Source: an optimization exercise on an open RTL-to-GDS flow (aim: a short achievable clock period and few clock cycles). Production flows keep margins and buffers that such runs may drop.
The RTL of this run was laid out without a check of its function.
Power and IR drop assume default switching activity.

[run.sh]
#!/bin/bash
# synth_recipe.tcl (not shown) runs the flow's synth.tcl, then flattens the netlist and writes it again
# the make line also repeats each setting of config.mk as NAME=value (left out here)
make -C /OpenROAD-flow-scripts/flow DESIGN_CONFIG=/design/flow/config.mk WORK_HOME=/design/flow/orfs CLKGATE_MAP_FILE= SYNTH_SCRIPT=/design/flow/synth_recipe.tcl finish
[config.mk]
export PLATFORM = sky130hd
export DESIGN_NAME = ARM
export DESIGN_NICKNAME = ARM
export VERILOG_FILES = /design/flow/design.v
export SDC_FILE = /design/flow/constraint.sdc
export NUM_CORES = 4
export LEC_CHECK = 0
export CAP_MARGIN = 20
export CORE_MARGIN = 2
export CORE_UTILIZATION = 40
export SLEW_MARGIN = 20
[constraint.sdc]
create_clock -name core_clock -period 20.0 [get_ports {clk}]
set_input_delay 4.0000 -clock core_clock [delete_from_list [all_inputs] [get_ports {clk}]]
set_output_delay 4.0000 -clock core_clock [all_outputs]
set_load 0.01 [all_outputs]
[design.v]
module register #(parameter WORD_LEN=32)(
    clk, 
    rst, 
    ld, 
    in, 
    out
    );
    input clk, rst, ld;
    input [WORD_LEN - 1: 0] in;
    output reg [WORD_LEN - 1: 0] out;
    always @(posedge clk or posedge rst) begin
        if (rst)
            out <= 0;
        else if (ld)
            out <= in;
    end
endmodule
module incrementer #(parameter WORD_LEN=32)(
    in, 
    out
    );
    input [WORD_LEN - 1:0] in;
    output [WORD_LEN - 1:0] out;
    assign out = in + 4;
endmodule
module mux2to1 #(parameter WORD_LEN=32) (
    a, 
    b, 
    sel_a, 
    sel_b, 
    out
    );
    input [WORD_LEN - 1:0] a, b;
    input sel_a, sel_b;
    output reg [WORD_LEN - 1:0] out;
    always @(a or b or sel_a or sel_b)
    begin
        out = 0;
        if (sel_a)
            out = a;
        else if (sel_b)
            out = b; 
    end
endmodule
module mux_3_to_1 
    #(parameter WIDTH=32)
(
    in1,
    in2,
    in3,
    sel,
    out
);
    input [WIDTH - 1 : 0] in1;
    input [WIDTH - 1 : 0] in2;
    input [WIDTH - 1 : 0] in3;
    input [1:0] sel;
    output reg [WIDTH - 1 : 0] out;
    always @(*) begin
        out = {WIDTH{1'b0}};
        if (sel == 2'b00)
            out = in1;
        else if (sel == 2'b01)
            out = in2;
        else if (sel == 2'b10)
            out = in3;
    end
endmodule
module IF_Stage(
    clk, 
    rst, 
    freeze, 
    branch_taken,
    branch_addr,
    instruction,
    PC,
    imem_addr,
    imem_data
);
    input clk, rst, freeze, branch_taken;
    input [32 - 1:0] branch_addr;
    output [32 - 1:0] instruction;
    output [32 - 1 : 0] PC;
    output [32 - 1 : 0] imem_addr;
    input [32 - 1:0] imem_data;
    wire[32 - 1 : 0] pc_in, pc_reg_out, pc_inc_out;
    register #(.WORD_LEN(32)) pc_reg(
        .clk(clk), 
        .rst(rst),
        .ld(~freeze), 
        .in(pc_in), 
        .out(pc_reg_out)
    );
    incrementer #(.WORD_LEN(32)) pc_inc(
        .in(pc_reg_out), 
        .out(pc_inc_out)
    );
    mux2to1 #(.WORD_LEN(32)) pc_mux(
        .a(pc_inc_out), 
        .b(branch_addr), 
        .sel_a(~branch_taken), 
        .sel_b(branch_taken), 
        .out(pc_in)
    );
    assign instruction = imem_data;
    assign imem_addr = pc_reg_out;
    assign PC = pc_inc_out;
endmodule
module IF_Stage_Reg (
	input clk, rst, freeze, flush,
	input[32 - 1:0] PC_in, instruction_in,
	output reg[32 - 1:0] PC, instruction
);
	always @(posedge clk, posedge rst) begin
		if (rst)
		begin
			PC <= 32'b0;
			instruction <= 32'b0;
		end
		else begin
			if (freeze) begin
			  	PC <= PC;
				instruction <= instruction;
			end
			else if (flush)
			begin
			  	PC <= 32'b0;
				instruction <= 32'b0;
			end
			else
			begin
			  	PC <= PC_in;
				instruction <= instruction_in;
			end
		end
	end
endmodule
module ControlUnit(
		mode, opcode, s,
		exe_cmd, mem_read, mem_write,
		wb_enable, branch_taken, status_write_enable
		);
	input[2 - 1 : 0] mode;
	input[4 - 1 : 0] opcode;
	input s;
	output reg[4 - 1 : 0] exe_cmd;
	output reg mem_read, mem_write, wb_enable,
			branch_taken, status_write_enable;
	always @(mode, opcode, s) begin
		exe_cmd = 0; mem_read = 0;
		mem_write = 0; wb_enable = 0;
		branch_taken = 0;
		status_write_enable = 0;
		case (mode)
			2'b00 : begin
				case (opcode) 
					4'b1101 : begin
						wb_enable = 1'b1;
						status_write_enable = s;
						exe_cmd = 4'b1101;
					end
					4'b1111 : begin
						wb_enable = 1'b1;
						status_write_enable = s;
						exe_cmd = 4'b1111;
					end
					4'b0100 : begin
						wb_enable = 1'b1;
						status_write_enable = s;
						exe_cmd = 4'b0100;
					end
					4'b0101 : begin
						wb_enable = 1'b1;
						status_write_enable = s;
						exe_cmd = 4'b0101;
					end
					4'b0010 : begin
						wb_enable = 1'b1;
						status_write_enable = s;
						exe_cmd = 4'b0010;
					end		
					4'b0110 : begin
						wb_enable = 1'b1;
						status_write_enable = s;
						exe_cmd = 4'b0110;
					end
					4'b0000 : begin
						wb_enable = 1'b1;
						status_write_enable = s;
						exe_cmd = 4'b0000;
					end
					4'b1100 : begin
						wb_enable = 1'b1;
						status_write_enable = s;
						exe_cmd = 4'b1100;
					end
					4'b0001 : begin
						wb_enable = 1'b1;
						status_write_enable = s;
						exe_cmd = 4'b0001;
					end
					4'b1010 : begin
						wb_enable = 1'b0;
						status_write_enable = 1'b1;
						exe_cmd = 4'b1010;
					end
					4'b1000: begin
						wb_enable = 1'b0;
						status_write_enable = 1'b1;
						exe_cmd = 4'b1000;
					end
				endcase
			end
			2'b01 : begin
				case (s) 
					1'b1: begin
						wb_enable = 1'b1;
						status_write_enable = 1'b1;
						exe_cmd = 4'b0100;
						mem_read = 1'b1;
					end
					1'b0: begin
						wb_enable = 1'b0;
						status_write_enable = 1'b0;
						exe_cmd = 4'b0100;
						mem_write = 1'b1;
					end
				endcase
			end
			2'b10 : begin
				branch_taken = 1'b1;
			end
		endcase
	end
endmodule
module Condition_Check (
    cond,
    stat_reg,
    cond_state
);
    input [4 - 1:0] cond;
    input [4 - 1:0] stat_reg;
    output cond_state;
    wire z, c, n, v;
    assign {z, c, n, v} = stat_reg;
    reg cond_state_reg;
    always @(cond, z, c, n, v) begin
        cond_state_reg = 1'b0;
        case(cond)
            4'b0000 : begin
                cond_state_reg = z;
            end
            4'b0001 : begin
                cond_state_reg = ~z;
            end
            4'b0010 : begin
                cond_state_reg = c;
            end
            4'b0011 : begin
                cond_state_reg = ~c;
            end
            4'b0100 : begin
                cond_state_reg = n;
            end
            4'b0101 : begin
                cond_state_reg = ~n;
            end
            4'b0110 : begin
                cond_state_reg = v;
            end
            4'b0111 : begin
                cond_state_reg = ~v;
            end
            4'b1000 : begin
                cond_state_reg = c & ~z;
            end
            4'b1001 : begin
                cond_state_reg = ~c | z;
            end
            4'b1010 : begin
                cond_state_reg = (n & v) | (~n & ~v);
            end
            4'b1011 : begin
                cond_state_reg = (n & ~v) | (~n & v);
            end
            4'b1100 : begin
                cond_state_reg = ~z & ((n & v) | (~n & ~v));
            end
            4'b1101 : begin
                cond_state_reg = z | (n & ~v) | (~n & ~v);
            end
            4'b1110 : begin
                cond_state_reg = 1'b1;
            end
        endcase
    end
    assign cond_state = cond_state_reg;
endmodule
module RegisterFile (
	clk, 
    rst, 
    src1, 
    src2, 
    dest_wb, 
	result_wb,  
    wb_enable,
	reg1, 
    reg2
);
    input clk, rst;
    input [4 - 1 : 0] src1, src2, dest_wb;
	input[32 - 1:0] result_wb;
    input wb_enable;
	output [32 - 1:0] reg1, reg2;
    reg[32 - 1:0] data[0:16 - 1];
    always @(negedge clk, posedge rst) begin
		if (rst) begin
            data[0] <= 32'd0;
            data[1] <= 32'd1;
            data[2] <= 32'd2;
            data[3] <= 32'd3;
            data[4] <= 32'd4;
            data[5] <= 32'd5;
            data[6] <= 32'd6;
            data[7] <= 32'd7;
            data[8] <= 32'd8;
            data[9] <= 32'd9;
            data[10] <= 32'd10;
            data[11] <= 32'd11;
            data[12] <= 32'd12;
            data[13] <= 32'd13;
            data[14] <= 32'd14;
            data[15] <= 32'd15;
        end
        else if (wb_enable) data[dest_wb] <= result_wb;
	end
    assign reg1 = data[src1];
    assign reg2 = data[src2];
endmodule 
module ID_Stage(
	clk,
	rst,
	PC_in,
	instruction_in,
	hazard,
	status_register_in,	
	wb_dest,
	wb_value,
	wb_enable_WB,
	PC,
	mem_read_out, 
	mem_write_out, 
	wb_enable_out,
	execute_command_out,
	branch_taken_out, 
	status_write_enable_out,
	reg_file_out1, 
	reg_file_out2,
	two_src,
	src1_out, 
	src2_out,
	immediate_out,
	signed_immediate,
	shift_operand,
	dest_reg_out  
);
	input clk;
	input rst;
	input[32 - 1: 0] PC_in;
	input[32 - 1:0] instruction_in;
	input hazard;
	input [3:0] status_register_in;
	input [4 - 1 : 0] wb_dest;
	input [32 - 1 : 0] wb_value;
	input wb_enable_WB;
	output[32 - 1: 0] PC;
	output mem_read_out, mem_write_out, wb_enable_out;
	output [4 - 1:0] execute_command_out;
	output branch_taken_out, status_write_enable_out;
	output [32 - 1:0] reg_file_out1, reg_file_out2;
	output two_src;
	output [4 - 1 : 0] src1_out, src2_out;
	output immediate_out;
	output [23:0] signed_immediate;
	output [12 - 1:0] shift_operand;
	output [4 - 1:0] dest_reg_out;  
	assign PC = PC_in;
	assign src1_out = instruction_in[19:16];
	wire two_src_mem_write_en;
	wire control_unit_mux_enable;
	wire mem_write;
	assign two_src_mem_write_en = cond_state == 1'b1 ? mem_write : 1'b0;  
	assign two_src = (~instruction_in[25]) | (two_src_mem_write_en);
	wire mem_read, wb_enable, branch_taken, status_write_enable;
	wire [4 - 1:0] execute_command;
	ControlUnit control_unit(
		.mode(instruction_in[27:26]),
		.opcode(instruction_in[24:21]), 
		.s(instruction_in[20]),
		.exe_cmd(execute_command), 
		.mem_read(mem_read), 
		.mem_write(mem_write),
		.wb_enable(wb_enable), 
		.branch_taken(branch_taken),
		.status_write_enable(status_write_enable)
	);
	wire cond_state;
	assign control_unit_mux_enable = ~cond_state | hazard;
	assign mem_read_out = control_unit_mux_enable == 1'b0 ? mem_read : 1'b0;
	assign mem_write_out = control_unit_mux_enable == 1'b0 ? mem_write : 1'b0;
	assign wb_enable_out = control_unit_mux_enable == 1'b0 ? wb_enable : 1'b0;
	assign branch_taken_out = control_unit_mux_enable == 1'b0 ? branch_taken : 1'b0;
	assign status_write_enable_out = control_unit_mux_enable == 1'b0 ? status_write_enable : 1'b0;
	assign execute_command_out = control_unit_mux_enable == 1'b0 ? execute_command : 4'b0;
	wire[4 - 1:0] reg_file_src1, reg_file_src2;
	assign reg_file_src1 = instruction_in[19:16];
	assign reg_file_src2 = two_src_mem_write_en ? instruction_in[15:12] : instruction_in[3:0];
	assign src2_out = reg_file_src2; 
	RegisterFile register_file(
		.clk(clk), 
		.rst(rst),
    	.src1(reg_file_src1), 
		.src2(reg_file_src2),
		.dest_wb(wb_dest),
		.result_wb(wb_value),
    	.wb_enable(wb_enable_WB),
		.reg1(reg_file_out1), .reg2(reg_file_out2)
	);
	Condition_Check condition_check(
		.cond(instruction_in[31:28]),
		.stat_reg(status_register_in),
		.cond_state(cond_state)
    );
	assign shift_operand = instruction_in[11:0];
	assign signed_immediate = instruction_in[23:0];
	assign dest_reg_out = instruction_in[15:12];
	assign immediate_out = instruction_in[25];
endmodule
module HazardDetector (
    input [4 - 1:0] src1, src2,
    input [4 - 1:0] exe_wb_dest,
    input [4 - 1:0]mem_wb_dest,
    input two_src, 
    input exe_wb_enable,
    input mem_wb_enable,
    input hazard_ignore,
    input EXE_mem_read_en,
    output reg hazard
);  
    always @(*)
    begin
        hazard = 1'b0;
        if (~hazard_ignore) begin
            if ((src1 == exe_wb_dest) && (exe_wb_enable == 1'b1))
                hazard = 1'b1;
            else
            if ((src1 == mem_wb_dest) && (mem_wb_enable == 1'b1))
                hazard = 1'b1;
            else
            if ((src2 == exe_wb_dest) && (exe_wb_enable == 1'b1) && (two_src == 1'b1))
                hazard = 1'b1;            
            else
            if ((src2 == mem_wb_dest) && (mem_wb_enable == 1'b1) && (two_src == 1'b1))
                hazard = 1'b1;    
            else
                hazard = 1'b0;
        end
        if (hazard_ignore) begin
            if ((src1 == exe_wb_dest) && EXE_mem_read_en)
                hazard = 1'b1;
            else
            if ((src2 == exe_wb_dest) && (two_src == 1'b1) && EXE_mem_read_en)
                hazard = 1'b1;
            else
                hazard = 1'b0;
        end
    end
endmodule
module ID_Stage_Reg(
	clk, 
	rst, 
	flush, 
	pc_in, 
	mem_read_in, 
	mem_write_in, 
	wb_enable_in,
	branch_taken_in, 
	status_write_enable_in, 
	execute_command_in, 
	val_rn_in, 
	val_rm_in,
	immediate_in, 
	signed_immediate_in, 
	shift_operand_in, 
	dest_reg_in,
	status_register_in, 
	pc_out, 
	mem_read_out, 
	mem_write_out, 
	wb_enable_out,
	branch_taken_out, 
	status_write_enable_out, 
	execute_command_out, 
	val_rn_out,
	val_rm_out,
	immediate_out, 
	signed_immediate_out, 
	shift_operand_out, 
	dest_reg_out,
	status_register_out,
	src1_in,
	src2_in,
	src1_out,
	src2_out,
	freeze
);
	input clk, rst, flush;
	input[32 - 1: 0] pc_in;
	input mem_read_in, mem_write_in, wb_enable_in;
	input branch_taken_in, status_write_enable_in;
	input [4 - 1:0] execute_command_in;
	input [32 - 1:0] val_rn_in, val_rm_in;
	input immediate_in;
	input [23:0] signed_immediate_in;
	input [12 - 1:0] shift_operand_in;
	input [4 - 1:0] dest_reg_in;
	input [3:0] status_register_in;
	input freeze;
	output reg[32 - 1: 0] pc_out;
	output reg mem_read_out, mem_write_out, wb_enable_out;
	output reg branch_taken_out, status_write_enable_out;
	output reg [4 - 1:0] execute_command_out;
	output reg [32 - 1:0] val_rn_out, val_rm_out;
	output reg immediate_out;
	output reg [23:0] signed_immediate_out;
	output reg [12 - 1:0] shift_operand_out;
	output reg [4 - 1:0] dest_reg_out;
	output reg [3:0] status_register_out;	
	input [4 - 1 : 0] src1_in, src2_in;
	output reg [4 - 1 : 0] src1_out, src2_out;
	always @(posedge clk, posedge rst) 
        if (rst) begin
			pc_out <= 32'b0;
			{mem_read_out, mem_write_out, wb_enable_out} <= {3'b0};
			{branch_taken_out, status_write_enable_out} <= {2'b0};
			execute_command_out <= 4'b0;
			{val_rn_out, val_rm_out} <= {32'b0, 32'b0};
			immediate_out <= 1'b0;
			signed_immediate_out <= 24'b0;
			shift_operand_out <= 12'b0;
			dest_reg_out <= 4'b0;
			status_register_out <= 4'b0;
		end
        else
		begin
			if (freeze)
			begin
			end
			else
			if (flush)
			begin
				pc_out <= 32'b0;
				{mem_read_out, mem_write_out, wb_enable_out} <= {3'b0};
				{branch_taken_out, status_write_enable_out} <= {2'b0};
				execute_command_out <= 4'b0;
				{val_rn_out, val_rm_out} <= {32'b0, 32'b0};
				immediate_out <= 1'b0;
				signed_immediate_out <= 24'b0;
				shift_operand_out <= 12'b0;
				dest_reg_out <= 4'b0;
				status_register_out <= 4'b0;
				src1_out <= 4'b0;
				src2_out <= 4'b0;
			end
			else
			begin
			  	pc_out <= pc_in;
				{mem_read_out, mem_write_out, wb_enable_out} <= {mem_read_in, mem_write_in, wb_enable_in};
				{branch_taken_out, status_write_enable_out} <= {branch_taken_in, status_write_enable_in};
				execute_command_out <= execute_command_in;
				{val_rn_out, val_rm_out} <= {val_rn_in, val_rm_in};
				immediate_out <= immediate_in;
				signed_immediate_out <= signed_immediate_in;
				shift_operand_out <= shift_operand_in;
				dest_reg_out <= dest_reg_in;
				status_register_out <= status_register_in;
            	src1_out <= src1_in;
				src2_out <= src2_in;
			end
		end
endmodule
module val2gen(
		input [32 - 1:0] val_rm,
        input [11:0] shift_operand,
        input immediate, is_mem_command,
        output reg [32 - 1:0] val2_out
		);
    reg [2 * (32) - 1 : 0] tmp;
    integer i;
    always @(val_rm, shift_operand, immediate, is_mem_command) begin
        val2_out = 32'b0;
        tmp = 0;
        if (is_mem_command == 1'b0) begin
            if (immediate == 1'b1) begin
                val2_out = {24'b0 ,shift_operand[7 : 0]};
                tmp = {val2_out, val2_out} >> (({{2'b0},shift_operand[11 : 8]}) << 1);
                val2_out = tmp[32 - 1 : 0];
            end 
            else 
            if(immediate == 1'b0 && shift_operand[4] == 0) begin
                case(shift_operand[6:5])
                    2'b00 : begin
                        val2_out = val_rm << shift_operand[11 : 7];
                    end
                    2'b01 : begin
                        val2_out = val_rm >> shift_operand[11 : 7];
                    end
                    2'b10 : begin
                        val2_out = val_rm >>> shift_operand[11 : 7];
                    end
                    2'b11 : begin
                        tmp = {val_rm, val_rm} >> (shift_operand[11 : 7]);
                        val2_out = tmp[32 - 1 : 0];
                    end
                endcase
            end
        end 
        else  
        begin
            val2_out = { {20{shift_operand[11]}} , shift_operand[11 : 0]}; 
        end
    end
endmodule 
module ALU (
    alu_in1, 
    alu_in2,
    alu_command,
    status_register,
    alu_out,
    alu_status_register_out
    );
    input [32 - 1:0] alu_in1, alu_in2;
    input [4 - 1:0] alu_command;
    input [3:0] status_register;
    output reg [32 - 1:0] alu_out;
    output [3:0] alu_status_register_out;
    wire cin;
    assign cin = status_register[1];
    wire z, n; 
    assign z = (alu_out == 32'b0) ? 1'b1 : 1'b0;
    assign n = (alu_out[32 - 1]); 
    reg v, cout; 
    assign alu_status_register_out = {z, cout, n, v};
    always @(*) begin
        cout = 1'b0;
        v = 1'b0;
        case (alu_command)
            4'b1101:
                alu_out = alu_in2;
            4'b1111:
                alu_out = ~alu_in2; 
            4'b0100:
                begin
                    {cout, alu_out} = alu_in1 + alu_in2;
                    v = ((alu_in1[32 - 1] == alu_in2[32 - 1])
                            & (alu_out[32 - 1] != alu_in1[32 - 1]));
                end
            4'b0101:
                begin
                    {cout, alu_out} = alu_in1 + alu_in2 + cin;
                    v = ((alu_in1[32 - 1] == alu_in2[32 - 1]) 
                        & (alu_out[32 - 1] != alu_in1[32 - 1]));
                end
            4'b0010:
                begin
                    {cout, alu_out} = alu_in1 - alu_in2;
                    v = ((alu_in1[32 - 1] == ~alu_in2[32 - 1])
                        & (alu_out[32 - 1] != alu_in1[32 - 1]));
                end
            4'b0110:
                begin
                    {cout, alu_out} = alu_in1 - alu_in2 - 1 + cin;
                    v = ((alu_in1[32 - 1] == alu_in2[32 - 1])
                        & (alu_out[32 - 1] != alu_in1[32 - 1]));
                end
            4'b0000:
                alu_out	 = 	alu_in1 & alu_in2;
            4'b1100:
                alu_out	 = 	alu_in1 | alu_in2;
            4'b0001:
                alu_out	 = 	alu_in1 ^ alu_in2;
            4'b1010:
                begin
                    {cout, alu_out} = {alu_in1[31], {alu_in1}} - {alu_in2[31], {alu_in2}};
                        v = ((alu_in1[32 - 1] == ~alu_in2[32 - 1])
                            & (alu_out[32 - 1] != alu_in1[32 - 1]));
                end
            4'b1000:
                alu_out	 = 	alu_in1 & alu_in2;
            4'b0100:
                alu_out	 = 	alu_in1 + alu_in2;
            4'b0100:
                alu_out	 = 	alu_in1 + alu_in2;
            default:
                alu_out  =  32'b0;
        endcase
    end    
endmodule
module EXE_Stage(
	clk, 
	rst,
	pc_in, 
	wb_enable_in, 
	mem_read_in, 
	mem_write_in, 
	status_register_write_enable, 
	branch_taken_in, 
	execute_command_in,
	immediate_in, 
	signed_immediate_24_in, 
	shift_operand_in, 
	val_rn_in, 
	val_rm_in, 
	status_register_in,
	pc_out,
	status_bits, 
	alu_res,
	branch_address,
	alu_res_in_MEM,
	wb_value_WB,
	alu_mux_src_1_sel,
	alu_mux_src_2_sel,
	val_rm_mux_out
);
	input clk, rst;
	input [32 - 1: 0] pc_in;
	input wb_enable_in, mem_read_in, mem_write_in, status_register_write_enable, branch_taken_in;
	input [4 - 1 : 0] execute_command_in;
	input immediate_in;
	input [23:0] signed_immediate_24_in;
	input [12 - 1 : 0] shift_operand_in;
	input [32 - 1: 0] val_rn_in, val_rm_in;
	input [3:0] status_register_in; 
	input [32 - 1 : 0] alu_res_in_MEM;
	input [32 - 1 : 0] wb_value_WB;
	input [1:0] alu_mux_src_1_sel;
	input [1:0] alu_mux_src_2_sel;
	output [32 - 1: 0] pc_out;
	output [3:0] status_bits;
	output [32 - 1 : 0] alu_res;
	output [32 - 1 : 0] branch_address;
	output [32 - 1 : 0] val_rm_mux_out;
	assign pc_out = pc_in;
	wire [32 - 1 : 0] alu_out;
	wire [32 - 1 : 0] val2out;
	wire [32 - 1 : 0] alu_mux_rn_out;
	wire [32 - 1 : 0] alu_mux_rm_out;
	ALU alu(
    	.alu_in1(alu_mux_rn_out), 
		.alu_in2(val2out),
    	.alu_command(execute_command_in),
    	.status_register(status_register_in),
    	.alu_out(alu_out),
    	.alu_status_register_out(status_bits)
    );
	assign alu_res = alu_out;
	wire is_mem_command;
	assign is_mem_command = mem_read_in | mem_write_in;
	mux_3_to_1 #(32) alu_mux_src_1(
		.in1(val_rn_in),
		.in2(alu_res_in_MEM),
		.in3(wb_value_WB),
		.sel(alu_mux_src_1_sel),
		.out(alu_mux_rn_out)
	);
	mux_3_to_1 #(32) alu_mux_src_2(
		.in1(val_rm_in),
		.in2(alu_res_in_MEM),
		.in3(wb_value_WB),
		.sel(alu_mux_src_2_sel),
		.out(alu_mux_rm_out)
	);
	assign val_rm_mux_out = alu_mux_rm_out;
	val2gen v2g(
		.val_rm(alu_mux_rm_out),
        .shift_operand(shift_operand_in),
        .immediate(immediate_in), 
		.is_mem_command(is_mem_command),
        .val2_out(val2out)
		);
	wire [32 - 1 : 0] adder_out;
	wire [32 - 1 : 0] sign_immediate_extended = { {8{signed_immediate_24_in[23]}}, signed_immediate_24_in}; 
	assign adder_out = pc_in + (sign_immediate_extended << 2);	
	assign branch_address = adder_out;
endmodule 
module EXE_Stage_Reg(
	clk,
	rst,
	pc_in,
	wb_enable_in,
	mem_read_in,
	mem_write_in,
	alu_res_in,
	val_rm_in,
	dest_in,
	pc_out,
	wb_enable_out,
	mem_read_out,
	mem_write_out,
	alu_res_out,
	val_rm_out,
	dest_out,
	freeze
);
	input clk, rst;
	input [32 - 1 : 0] pc_in;
	input wb_enable_in, mem_read_in, mem_write_in;
	input [32 - 1 : 0] alu_res_in, val_rm_in;
	input [4 - 1 : 0] dest_in;
	input freeze;
	output reg[32 - 1 : 0] pc_out;
	output reg wb_enable_out, mem_read_out, mem_write_out;
	output reg [32 - 1 : 0] alu_res_out, val_rm_out;
	output reg [4 - 1 : 0] dest_out;
	always @(posedge clk, posedge rst) 
        if (rst)
		begin
            pc_out <= 32'b0;
			{wb_enable_out, mem_read_out, mem_write_out} <= {3'b0};
			{alu_res_out, val_rm_out} <= {32'b0, 32'b0};
			dest_out <= 4'b0;
		end
        else
		begin
			if (freeze)
			begin
			end
			else
			begin
				pc_out <= pc_in;
				{wb_enable_out, mem_read_out, mem_write_out} <= {wb_enable_in, mem_read_in, mem_write_in};
				{alu_res_out, val_rm_out} <= {alu_res_in, val_rm_in};
				dest_out <= dest_in;
			end
		end
endmodule
module StatusRegister(
    clk,
    rst,
    ld,
    in,
    out
);
    input clk;
    input rst;
    input ld;
    input [3:0] in;
    output reg [3:0] out;
    always@(negedge clk, posedge rst) 
	begin
		if (rst) 
            out <= 0;
		else 
        if (ld) 
            out <= in;
	end
endmodule
module MEM_Stage(
	clk,
	rst,
	pc_in,
	mem_write_in,
	mem_read_in,
	alu_res_in,
	val_rm_in,
	data_mem_out,
	pc_out,
	alu_res_out_MEM,
	freeze_MEM,
	dmem_addr,
	dmem_wdata,
	dmem_read,
	dmem_write,
	dmem_rdata,
	dmem_ready
);
	input clk;
	input rst;
	input [32 - 1 : 0] pc_in;
	input mem_write_in;
	input mem_read_in;
	input [32 - 1 : 0] alu_res_in;
	input [32 - 1 : 0] val_rm_in;
	output [32 - 1 : 0] data_mem_out;
	output [32 - 1 : 0] pc_out;
	output freeze_MEM;
	output [32 - 1 : 0] dmem_addr;
	output [32 - 1 : 0] dmem_wdata;
	output dmem_read, dmem_write;
	input [32 - 1 : 0] dmem_rdata;
	input dmem_ready;
	assign pc_out = pc_in;
	output [32 - 1 : 0] alu_res_out_MEM;
	assign alu_res_out_MEM = alu_res_in;
	assign dmem_addr = alu_res_in;
	assign dmem_wdata = val_rm_in;
	assign dmem_read = mem_read_in;
	assign dmem_write = mem_write_in;
	assign data_mem_out = dmem_rdata;
	assign freeze_MEM = (mem_read_in | mem_write_in) & ~dmem_ready;
endmodule
module MEM_Stage_Reg(
	clk,
	rst,
	pc_in,
	wb_enable_in,
	mem_read_in,
	alu_res_in,
	data_mem_in,
	dest_reg_in,
	wb_enable_out,
	mem_read_out,
	alu_res_out,
	data_mem_out,
	dest_reg_out,
	pc_out,
	freeze
);
	input clk;
	input rst;
	input [32 - 1 : 0] pc_in;
	input wb_enable_in;
	input mem_read_in;
	input [32 - 1 : 0] alu_res_in;
	input [32 - 1 : 0] data_mem_in;
	input [4 - 1 : 0] dest_reg_in;
	input freeze;
	output reg wb_enable_out;
	output reg mem_read_out;
	output reg [32 - 1 : 0] alu_res_out;
	output reg [32 - 1 : 0] data_mem_out;
	output reg [4 - 1 : 0] dest_reg_out;
	output reg [32 - 1 : 0] pc_out;
	always @(posedge clk, posedge rst) 
        if (rst)
		begin
			wb_enable_out <= 1'b0;
			mem_read_out <= 1'b0;
			alu_res_out <= 32'b0;
			data_mem_out <= 32'b0;
			dest_reg_out <= 4'b0;
			pc_out <= 32'b0;
		end
        else
		begin
			if (freeze)
			begin
			end
			else
			begin
				wb_enable_out <= wb_enable_in;
				mem_read_out <= mem_read_in;
				alu_res_out <= alu_res_in;
				data_mem_out <= data_mem_in;
				dest_reg_out <= dest_reg_in;
				pc_out <= pc_in;
			end
		end
endmodule
module WB_Stage(
	clk,
	rst,
	pc_in,
	mem_read,
	alu_res_in,
	data_mem_in,
	wb_value,
	pc_out
);
	input clk;
	input rst;
	input [32 - 1 : 0] pc_in;
	input mem_read;
	input [32 - 1 : 0] alu_res_in;
	input [32 - 1 : 0] data_mem_in;
	output [32 - 1 : 0] wb_value;
	output [32 - 1 : 0] pc_out;
	assign pc_out = pc_in;
	mux2to1  #(.WORD_LEN(32)) wb_stage_mux(
		.a(data_mem_in), .sel_a(mem_read),
		.b(alu_res_in), .sel_b(~mem_read),
		.out(wb_value)
	);
endmodule 
module Forwarding 
(
    en_forwarding,
	WB_wb_en, 
    MEM_wb_en,
    MEM_dst, 
    WB_dst, 
    src1_in, 
    src2_in,
    sel_src1, 
    sel_src2,
    ignore_hazard
);
    input en_forwarding;
	input WB_wb_en, MEM_wb_en;
    input [4 - 1:0] MEM_dst, WB_dst, src1_in, src2_in;
    output reg [1:0] sel_src1, sel_src2;
    output reg ignore_hazard;
	always@(*) begin
		sel_src1 = 2'b0;
		sel_src2 = 2'b0;
        ignore_hazard = 1'b0;
        if (en_forwarding && WB_wb_en) begin
            if (WB_dst == src1_in) begin
                sel_src1 = 2'b10;  
                ignore_hazard = 1'b1;
            end
            if (WB_dst == src2_in) begin
                sel_src2 = 2'b10;  
                ignore_hazard = 1'b1;
            end
        end
        if (en_forwarding && MEM_wb_en) begin
            if (MEM_dst == src1_in) begin
                sel_src1 = 2'b01;
                ignore_hazard = 1'b1;
            end
            if (MEM_dst == src2_in) begin
                sel_src2 = 2'b01;
                ignore_hazard = 1'b1;
            end
        end
	end
endmodule
module ARM(
	input clk, rst,
	output [32 - 1:0] imem_addr,
	input [32 - 1:0] imem_data,
	output [32 - 1:0] dmem_addr,
	output [32 - 1:0] dmem_wdata,
	output dmem_read,
	output dmem_write,
	input [32 - 1:0] dmem_rdata,
	input dmem_ready
);
	wire frwrd_mode = 1'b1;  
	wire freeze, branch_taken, flush;
	wire[32 - 1:0] 	PC_IF, PC_IF_Reg,
								PC_ID, PC_ID_Reg,
								PC_EXE, PC_EXE_Reg,
								PC_MEM, PC_MEM_Reg,
								PC_WB;
	wire [3:0] actual_status_register_out; 
	wire[32 - 1:0] 	Instruction_IF, Instruction_IF_Reg;
	wire hazard;
	assign freeze = hazard;
	wire branch_taken_ID_Reg;
	assign flush = branch_taken_ID_Reg;
	wire branch_taken_EXE;
	assign branch_taken_EXE = branch_taken_ID_Reg;
	wire [32 - 1 : 0] branch_address_EXE;
	wire freeze_MEM;  
	IF_Stage IF_Stage(
		.clk(clk), 
		.rst(rst),
		.freeze(freeze | freeze_MEM), 
		.branch_taken(branch_taken_EXE),
		.branch_addr(branch_address_EXE),
		.PC(PC_IF),
		.instruction(Instruction_IF),
		.imem_addr(imem_addr),
		.imem_data(imem_data)
	);
	IF_Stage_Reg IF_Stage_Reg(
		.clk(clk), 
		.rst(rst),
		.freeze(freeze | freeze_MEM), 
		.flush(flush),
		.PC_in(PC_IF), 
		.instruction_in(Instruction_IF),
        .PC(PC_IF_Reg), 
		.instruction(Instruction_IF_Reg)
	);
	wire mem_read_ID, mem_read_ID_Reg;
	wire mem_write_ID, mem_write_ID_Reg;
	wire wb_enable_ID, wb_enable_ID_Reg;
	wire [4 - 1:0] execute_command_ID, execute_command_ID_Reg;
	wire branch_taken_ID; 
	wire status_write_enable_ID, status_write_enable_ID_Reg;
	wire [32 - 1:0] reg_file_1_ID, reg_file_1_ID_Reg;
	wire [32 - 1:0] reg_file_2_ID, reg_file_2_ID_Reg;
	wire immediate_ID, immediate_ID_Reg;
	wire [23:0] signed_immediate_ID, signed_immediate_ID_Reg;
	wire [12 - 1:0] shift_operand_ID, shift_operand_ID_Reg;
	wire [4 - 1:0] dest_reg_ID, dest_reg_ID_Reg;
	wire [3:0] status_register_ID_Reg, status_register_ID;
	wire two_src_ID;
	wire [4 - 1 : 0] src1_ID, src2_ID;
	wire [4 - 1 : 0] dest_reg_EXE_Reg;
	wire wb_enable_MEM_Reg;
	wire [32 - 1 : 0] wb_value_WB;
	wire [4 - 1 : 0] dest_reg_MEM_Reg;
	ID_Stage ID_Stage(
		.clk(clk), 
		.rst(rst), 
		.PC_in(PC_IF_Reg), 
		.hazard(hazard),
		.instruction_in(Instruction_IF_Reg), 
		.PC(PC_ID), 
		.status_register_in(actual_status_register_out),
		.wb_dest(dest_reg_MEM_Reg),
		.wb_value(wb_value_WB),
		.wb_enable_WB(wb_enable_MEM_Reg),
		.mem_read_out(mem_read_ID), 
		.mem_write_out(mem_write_ID), 
		.wb_enable_out(wb_enable_ID),
		.execute_command_out(execute_command_ID),
		.branch_taken_out(branch_taken_ID), 
		.status_write_enable_out(status_write_enable_ID),
		.reg_file_out1(reg_file_1_ID), 
		.reg_file_out2(reg_file_2_ID), 
		.two_src(two_src_ID),
		.src1_out(src1_ID),
		.src2_out(src2_ID),
		.immediate_out(immediate_ID),
		.signed_immediate(signed_immediate_ID), 
		.shift_operand(shift_operand_ID),
		.dest_reg_out(dest_reg_ID)
	);
	wire wb_enable_EXE_Reg;
	wire ignore_hazard_FWD;
	HazardDetector HazardDetector(
		.src1(src1_ID), 
		.src2(src2_ID),
		.exe_wb_dest(dest_reg_ID_Reg), 
		.mem_wb_dest(dest_reg_EXE_Reg),  
		.two_src(two_src_ID), 
		.exe_wb_enable(wb_enable_ID_Reg),  
		.mem_wb_enable(wb_enable_EXE_Reg),  
		.EXE_mem_read_en(mem_read_ID_Reg),
		.hazard(hazard),
		.hazard_ignore(frwrd_mode)
	);
	assign status_register_ID = actual_status_register_out;
	wire [4 - 1 : 0] src1_ID_Reg, src2_ID_Reg;
	ID_Stage_Reg ID_Stage_Reg(
		.clk(clk), 
		.rst(rst), 
		.flush(flush), 
		.pc_in(PC_ID), 
		.mem_read_in(mem_read_ID),
		.mem_write_in(mem_write_ID), 
		.wb_enable_in(wb_enable_ID),
		.branch_taken_in(branch_taken_ID), 
		.status_write_enable_in(status_write_enable_ID), 
		.execute_command_in(execute_command_ID), 
		.val_rn_in(reg_file_1_ID), 
		.val_rm_in(reg_file_2_ID),
		.immediate_in(immediate_ID), 
		.signed_immediate_in(signed_immediate_ID),
		.shift_operand_in(shift_operand_ID), 
		.dest_reg_in(dest_reg_ID),
		.status_register_in(status_register_ID), 
		.pc_out(PC_ID_Reg), 
		.mem_read_out(mem_read_ID_Reg),
		.mem_write_out(mem_write_ID_Reg), 
		.wb_enable_out(wb_enable_ID_Reg),
		.branch_taken_out(branch_taken_ID_Reg), 
		.status_write_enable_out(status_write_enable_ID_Reg), 
		.execute_command_out(execute_command_ID_Reg), 
		.val_rn_out(reg_file_1_ID_Reg), 
		.val_rm_out(reg_file_2_ID_Reg),
		.immediate_out(immediate_ID_Reg), 
		.signed_immediate_out(signed_immediate_ID_Reg),
		.shift_operand_out(shift_operand_ID_Reg), 
		.dest_reg_out(dest_reg_ID_Reg),
		.status_register_out(status_register_ID_Reg),
		.freeze(freeze_MEM),
		.src1_in(src1_ID),
		.src2_in(src2_ID),
		.src1_out(src1_ID_Reg),
		.src2_out(src2_ID_Reg)
	);
	wire [32 - 1 : 0] alu_res_EXE;
	wire [3:0] alu_status_bits;
	wire [32 - 1 : 0] val_rm_mux_out_EXE;
	wire [32 - 1 : 0] alu_res_out_MEM;
	wire [1 : 0] sel_src1_FWD, sel_src2_FWD;
	EXE_Stage EXE_Stage(
		.clk(clk), 
		.rst(rst),
		.pc_in(PC_ID_Reg), 
		.wb_enable_in(wb_enable_ID_Reg), 
		.mem_read_in(mem_read_ID_Reg), 
		.mem_write_in(mem_write_ID_Reg), 
		.status_register_write_enable(status_write_enable_ID_Reg), 
		.branch_taken_in(branch_taken_ID_Reg), 
		.execute_command_in(execute_command_ID_Reg),
		.immediate_in(immediate_ID_Reg), 
		.signed_immediate_24_in(signed_immediate_ID_Reg), 
		.shift_operand_in(shift_operand_ID_Reg), 
		.val_rn_in(reg_file_1_ID_Reg), 
		.val_rm_in(reg_file_2_ID_Reg), 
		.status_register_in(status_register_ID_Reg),
		.pc_out(PC_EXE),
		.status_bits(alu_status_bits), 
		.alu_res(alu_res_EXE),
		.branch_address(branch_address_EXE),
		.alu_res_in_MEM(alu_res_out_MEM),  
		.wb_value_WB(wb_value_WB),
		.alu_mux_src_1_sel(sel_src1_FWD),  
		.alu_mux_src_2_sel(sel_src2_FWD),  
		.val_rm_mux_out(val_rm_mux_out_EXE)
	);
	wire mem_read_EXE_Reg;
	wire mem_write_EXE_Reg;
	wire [32 - 1 : 0] alu_res_EXE_Reg;
	wire [32 - 1 : 0] val_rm_EXE_Reg;
	EXE_Stage_Reg EXE_Stage_Reg(
		.clk(clk),
		.rst(rst),
		.pc_in(PC_EXE),
		.wb_enable_in(wb_enable_ID_Reg),
		.mem_read_in(mem_read_ID_Reg),
		.mem_write_in(mem_write_ID_Reg),
		.alu_res_in(alu_res_EXE),
		.val_rm_in(val_rm_mux_out_EXE),
		.dest_in(dest_reg_ID_Reg),
		.freeze(freeze_MEM),
		.pc_out(PC_EXE_Reg),
		.wb_enable_out(wb_enable_EXE_Reg),
		.mem_read_out(mem_read_EXE_Reg),
		.mem_write_out(mem_write_EXE_Reg),
		.alu_res_out(alu_res_EXE_Reg),
		.val_rm_out(val_rm_EXE_Reg),
		.dest_out(dest_reg_EXE_Reg)
	);
	StatusRegister StatusRegister(
		.clk(clk),
		.rst(rst),
		.ld(status_write_enable_ID_Reg),
		.in(alu_status_bits),
		.out(actual_status_register_out)
	);
	wire [32 - 1 : 0] data_mem_MEM;
	MEM_Stage MEM_Stage(
		.clk(clk),
		.rst(rst),
		.pc_in(PC_EXE_Reg),
		.mem_write_in(mem_write_EXE_Reg),
		.mem_read_in(mem_read_EXE_Reg),
		.alu_res_in(alu_res_EXE_Reg),
		.val_rm_in(val_rm_EXE_Reg),
		.data_mem_out(data_mem_MEM),
		.pc_out(PC_MEM),
		.alu_res_out_MEM(alu_res_out_MEM),
		.freeze_MEM(freeze_MEM),
		.dmem_addr(dmem_addr),
		.dmem_wdata(dmem_wdata),
		.dmem_read(dmem_read),
		.dmem_write(dmem_write),
		.dmem_rdata(dmem_rdata),
		.dmem_ready(dmem_ready)
	);
	wire mem_read_MEM_Reg;
	wire [32 - 1 : 0] alu_res_MEM_Reg;
	wire [32 - 1 : 0] data_mem_MEM_Reg;
	MEM_Stage_Reg MEM_Stage_Reg(
		.clk(clk),
		.rst(rst),
		.pc_in(PC_MEM),
		.wb_enable_in(wb_enable_EXE_Reg),
		.mem_read_in(mem_read_EXE_Reg),
		.alu_res_in(alu_res_EXE_Reg),
		.data_mem_in(data_mem_MEM),
		.dest_reg_in(dest_reg_EXE_Reg),
		.freeze(freeze_MEM),
		.wb_enable_out(wb_enable_MEM_Reg),
		.mem_read_out(mem_read_MEM_Reg),
		.alu_res_out(alu_res_MEM_Reg),
		.data_mem_out(data_mem_MEM_Reg),
		.dest_reg_out(dest_reg_MEM_Reg),
		.pc_out(PC_MEM_Reg)
	);
	WB_Stage WB_Stage(
		.clk(clk),
		.rst(rst),
		.pc_in(PC_MEM_Reg),
		.mem_read(mem_read_MEM_Reg),
		.alu_res_in(alu_res_MEM_Reg),
		.data_mem_in(data_mem_MEM_Reg),
		.wb_value(wb_value_WB),
		.pc_out(PC_WB)
	);
	Forwarding Forwarding ( 
		.en_forwarding(frwrd_mode),
		.WB_wb_en(wb_enable_MEM_Reg), 
		.MEM_wb_en(wb_enable_EXE_Reg),
		.MEM_dst(dest_reg_EXE_Reg), 
		.WB_dst(dest_reg_MEM_Reg), 
		.src1_in(src1_ID_Reg), 
		.src2_in(src2_ID_Reg),
		.sel_src1(sel_src1_FWD), 
		.sel_src2(sel_src2_FWD),
		.ignore_hazard(ignore_hazard_FWD)
	);
endmodule 
==> impl_metrics.tcl <==
set metrics [dict create \
    outcome "timing/DRC/antenna clean" \
    grt_usage_pct 36.0 \
    netSwitchingFraction_pct 53.6 \
    comb_power_share_pct 63.3 \
    die_h_um 383 \
    wl_per_cell_um 30.2 \
    crit_type "reg2reg" \
    synth_area_leaders "dfrtn_1 (21%), dfrtp_1 (16%), nand2_1 (6.4%), a21oi_1 (5.7%), nor2_1 (5.4%)" \
    irDropWorstVdd_v 0.000175 \
    place.gp.congestion 1.09 \
    ios 165 \
    synth_flop_cell "dfrtn_1" \
    die_w_um 383 \
    syn_avg_cell_area_um2 8.22 \
    ys_seq_area_share_pct 38.9 \
    path_clk_slew_ns 0.06 \
    drive_gt1_share_pct 10.0 \
    portBuffers 164 \
    final_core_util_pct 45.7 \
    antenna_found_initial 11 \
    cts_root_buf "clkbuf_16" \
    slew_headroom_pct 17.8 \
    num_vias 58700 \
    p_total_mw 14.6 \
    fin_ws_ns 0.347 \
    r2r_slack_ns 0.35 \
    start_kind "flop" \
    hpwl_mm 182 \
    dieArea_mm2 0.147 \
    netlist_top_cells_count "nand2_1 (984), nor2_1 (826), a21oi_1 (655)" \
    setup-violations-final 0 \
    internal_power_mw 6.78 \
    pre_cts_slack_ns 0.512 \
    clockPowerShare_pct 13.6 \
    synth.most_common_cell "nand2_1" \
    ant_nets 0 \
    synthCells 7007 \
    grt_pass1_wl_mm 391 \
    drcViolationCount 0 \
    async_reset_ff_share_pct 99.1 \
    clock-sinks 892 \
    rsz0062_at_grt "false" \
    endpoint_kind "flop" \
    final.setup.tns_ns 0 \
    grt_pass1_vias 55200 \
    rows 139 \
    critPathArrivalTime_ns 10.33 \
    syn_nets 7225 \
    start_util_pct 40.2 \
    required_ns 10.68 \
    ys_seq_elements 892 \
    final_area_mm2 0.0655 \
    dpl_cell_area_mm2 0.0618 \
    cts_resized 0 \
    clk-insertion-delay-late_ns 0.76 \
    routed_wirelength_mm 272 \
    p_switching_mw 7.83 \
    clockBufferDepth 3 \
    cts_buffers 100 \
    tightest_slew_ns 1.23 \
    drv_slew 0 \
    yosys_warnings 16 \
    cts_tree "built" \
    yosys.area.top_type_share_pct 21.0 \
    postCtsHoldBufs 0 \
    synth_area_leader_cell "dfrtn_1" \
    fin_skew_ns 0.120 \
    seq_power_share_pct 23.1 \
    drt_iter0_markers 8134 \
    ys_types 112 \
    hold_viol_final 0 \
    dr.pass1.iters 9 \
    syn_area_mm2 0.0576 \
    min_path_type "reg2reg" \
    syn_to_final_growth_pct 13.7 \
    synth_edf_count 8 \
    finalNetCount 7221 \
    crit_fanout 16 \
    grt_max_degree 166 \
    core_region_area_mm2 0.143 \
    fill_cells 14200 \
    cts_setup_buffers 0 \
    p_leak_nw 27.5 \
    h-tree-depth 3 \
    power_density_mw_per_mm2 223 \
    maxCapViolations 0 \
    grt_remaining_overflow 0 \
    avgViaCountPerCell 6.52 \
]
-- final cells by class --
| cell class | instances | area [µm²] | share of cell area [%] |
|---|---|---|---|
| well taps | 1903 | 2380 | 3.64 |
| clock buffers | 147 | 3020 | 4.61 |
| diodes | 3 | 7.51 | 0.0115 |
| inverters | 130 | 494 | 0.755 |
| multi-input cells | 5416 | 32900 | 50.2 |
| flip-flops and latches | 892 | 22400 | 34.2 |
| repair buffers | 431 | 3700 | 5.64 |
| clock inverters | 73 | 614 | 0.938 |
-- stage by stage --
step	hold WS [ns]	instances
6_report	0.444	8995
5_1_grt	0.479	8992
4_1_cts	0.434	8992
3_5_place_dp	0.449	8773
3_3_place_gp	0.441	8773
2_1_floorplan	0.427	7007
-- power by group through the flow --
stage               sequential (mW)  clock [mW]  combinational (mW)
floorplan                      3.07      0.0101                5.68
global placement               3.36      0.0101                8.82
detailed placement             3.38      0.0101                8.87
CTS                            3.36        2.00                8.91
global route                   3.46        2.09                9.76
finish                         3.38        1.98                9.25
-- flip-flops by register name, indices dropped and copies added, names as in the netlist, 4 cells and up --
register and flops:
ID_Stage.register_file.data 512, EXE_Stage_Reg.alu_res_out 32, EXE_Stage_Reg.val_rm_out 32, ID_Stage_Reg.pc_out 32
ID_Stage_Reg.val_rm_out 32, ID_Stage_Reg.val_rn_out 32, IF_Stage.pc_reg.out 32, IF_Stage_Reg.PC 32
IF_Stage_Reg.instruction 32, MEM_Stage_Reg.alu_res_out 32, MEM_Stage_Reg.data_mem_out 32, ID_Stage_Reg.signed_immediate_out 24
EXE_Stage_Reg.dest_out 4, ID_Stage_Reg.execute_command_out 4, ID_Stage_Reg.src1_out 4, ID_Stage_Reg.src2_out 4
MEM_Stage_Reg.dest_reg_out 4, StatusRegister.out 4
-- worst paths after layout --
| check | depth (start not counted) | start | endpoint |
|---|---|---|---|
| max in group asynchronous | 4 | rst | ID_Stage.register_file.data[9][0] |
| setup reg to reg | 27 | MEM_Stage_Reg.dest_reg_out[0] | StatusRegister.out[3] |
| setup / recovery | 27 | MEM_Stage_Reg.dest_reg_out[0] | StatusRegister.out[3] |
| hold / removal | 2 | ID_Stage_Reg.pc_out[0] | IF_Stage.pc_reg.out[0] |
| hold reg to reg | 2 | ID_Stage_Reg.pc_out[0] | IF_Stage.pc_reg.out[0] |
| min in group asynchronous | 3 | rst | ID_Stage_Reg.val_rn_out[8] |
-- per-layer routing --
layer / GRT usage [%] / wire length (µm) / up-vias
met5: 0 / 99 / -
met4: 21.8 / 19600 / 14
met3: 9.55 / 29300 / 981
met2: 54.1 / 118000 / 3516
met1: 46.3 / 105000 / 28500
li1: - / - / 25600
-- critical path, stage by stage (launching register included) --
cell       delay [ns]
dfrtp_1          0.45
xor2_1           0.23
nor3_4           0.58
buf_4            0.28
a21oi_2          0.09
o311ai_0         0.99
nand2_1          0.22
mux4_2           0.61
a2111o_1         0.48
o31ai_4          0.49
ha_1             0.52
nor2b_1          0.25
a2111oi_1        0.43
buf_4            0.20
o31a_1           0.23
o211ai_1         0.28
a211oi_1         0.34
xor2_1           0.42
nand4_1          0.26
nor4_4           0.45
nand2_1          0.14
nor4_1           0.30
xnor2_1          0.17
nor2_1           0.05
a2111oi_0        0.49
buf_4            0.22
nand4_1          0.13
o41ai_2          0.31
-- cells by family (layout without fill, tap and decap cells) --
logic type | count (synthesis) | in the layout | share of synthesized area [%]
AND/OR/NAND/NOR | 2543 | 2543 | 19.5
AO/OA/AOI/OAI | 2410 | 2410 | 27.9
flip-flops | 892 | 892 | 38.9
buffers and inverters | 699 | 781 | 4.88
XOR/XNOR | 183 | 183 | 2.78
adder cells (fa/ha/maj) | 151 | 151 | 3.32
multiplexers | 129 | 129 | 2.77
other | 0 | 3 | 0
-- placed cells by master, fill, tap and decap left out, drive strengths merged, types with 23 or more instances in the layout --
master           n
nand2          984
nor2           826
a21oi          664
dfrtn          484
o21ai          468
dfrtp          368
a22oi          350
buf            267
nand3          237
inv            166
clkdlybuf4s50  164
ha             148
clkbuf         147
xnor2          119
a221oi         113
o31ai          113
nor3            94
nand4           89
mux2i           84
o22ai           83
a22o            71
xor2            64
and3            61
a31oi           59
o311ai          55
o211ai          47
o21a            46
a211oi          41
nand2b          41
o41ai           40
o221ai          35
dfstp           32
or3             31
nor4            31
nor2b           30
clkinv          30
mux2            23
o31a            23
or2             23
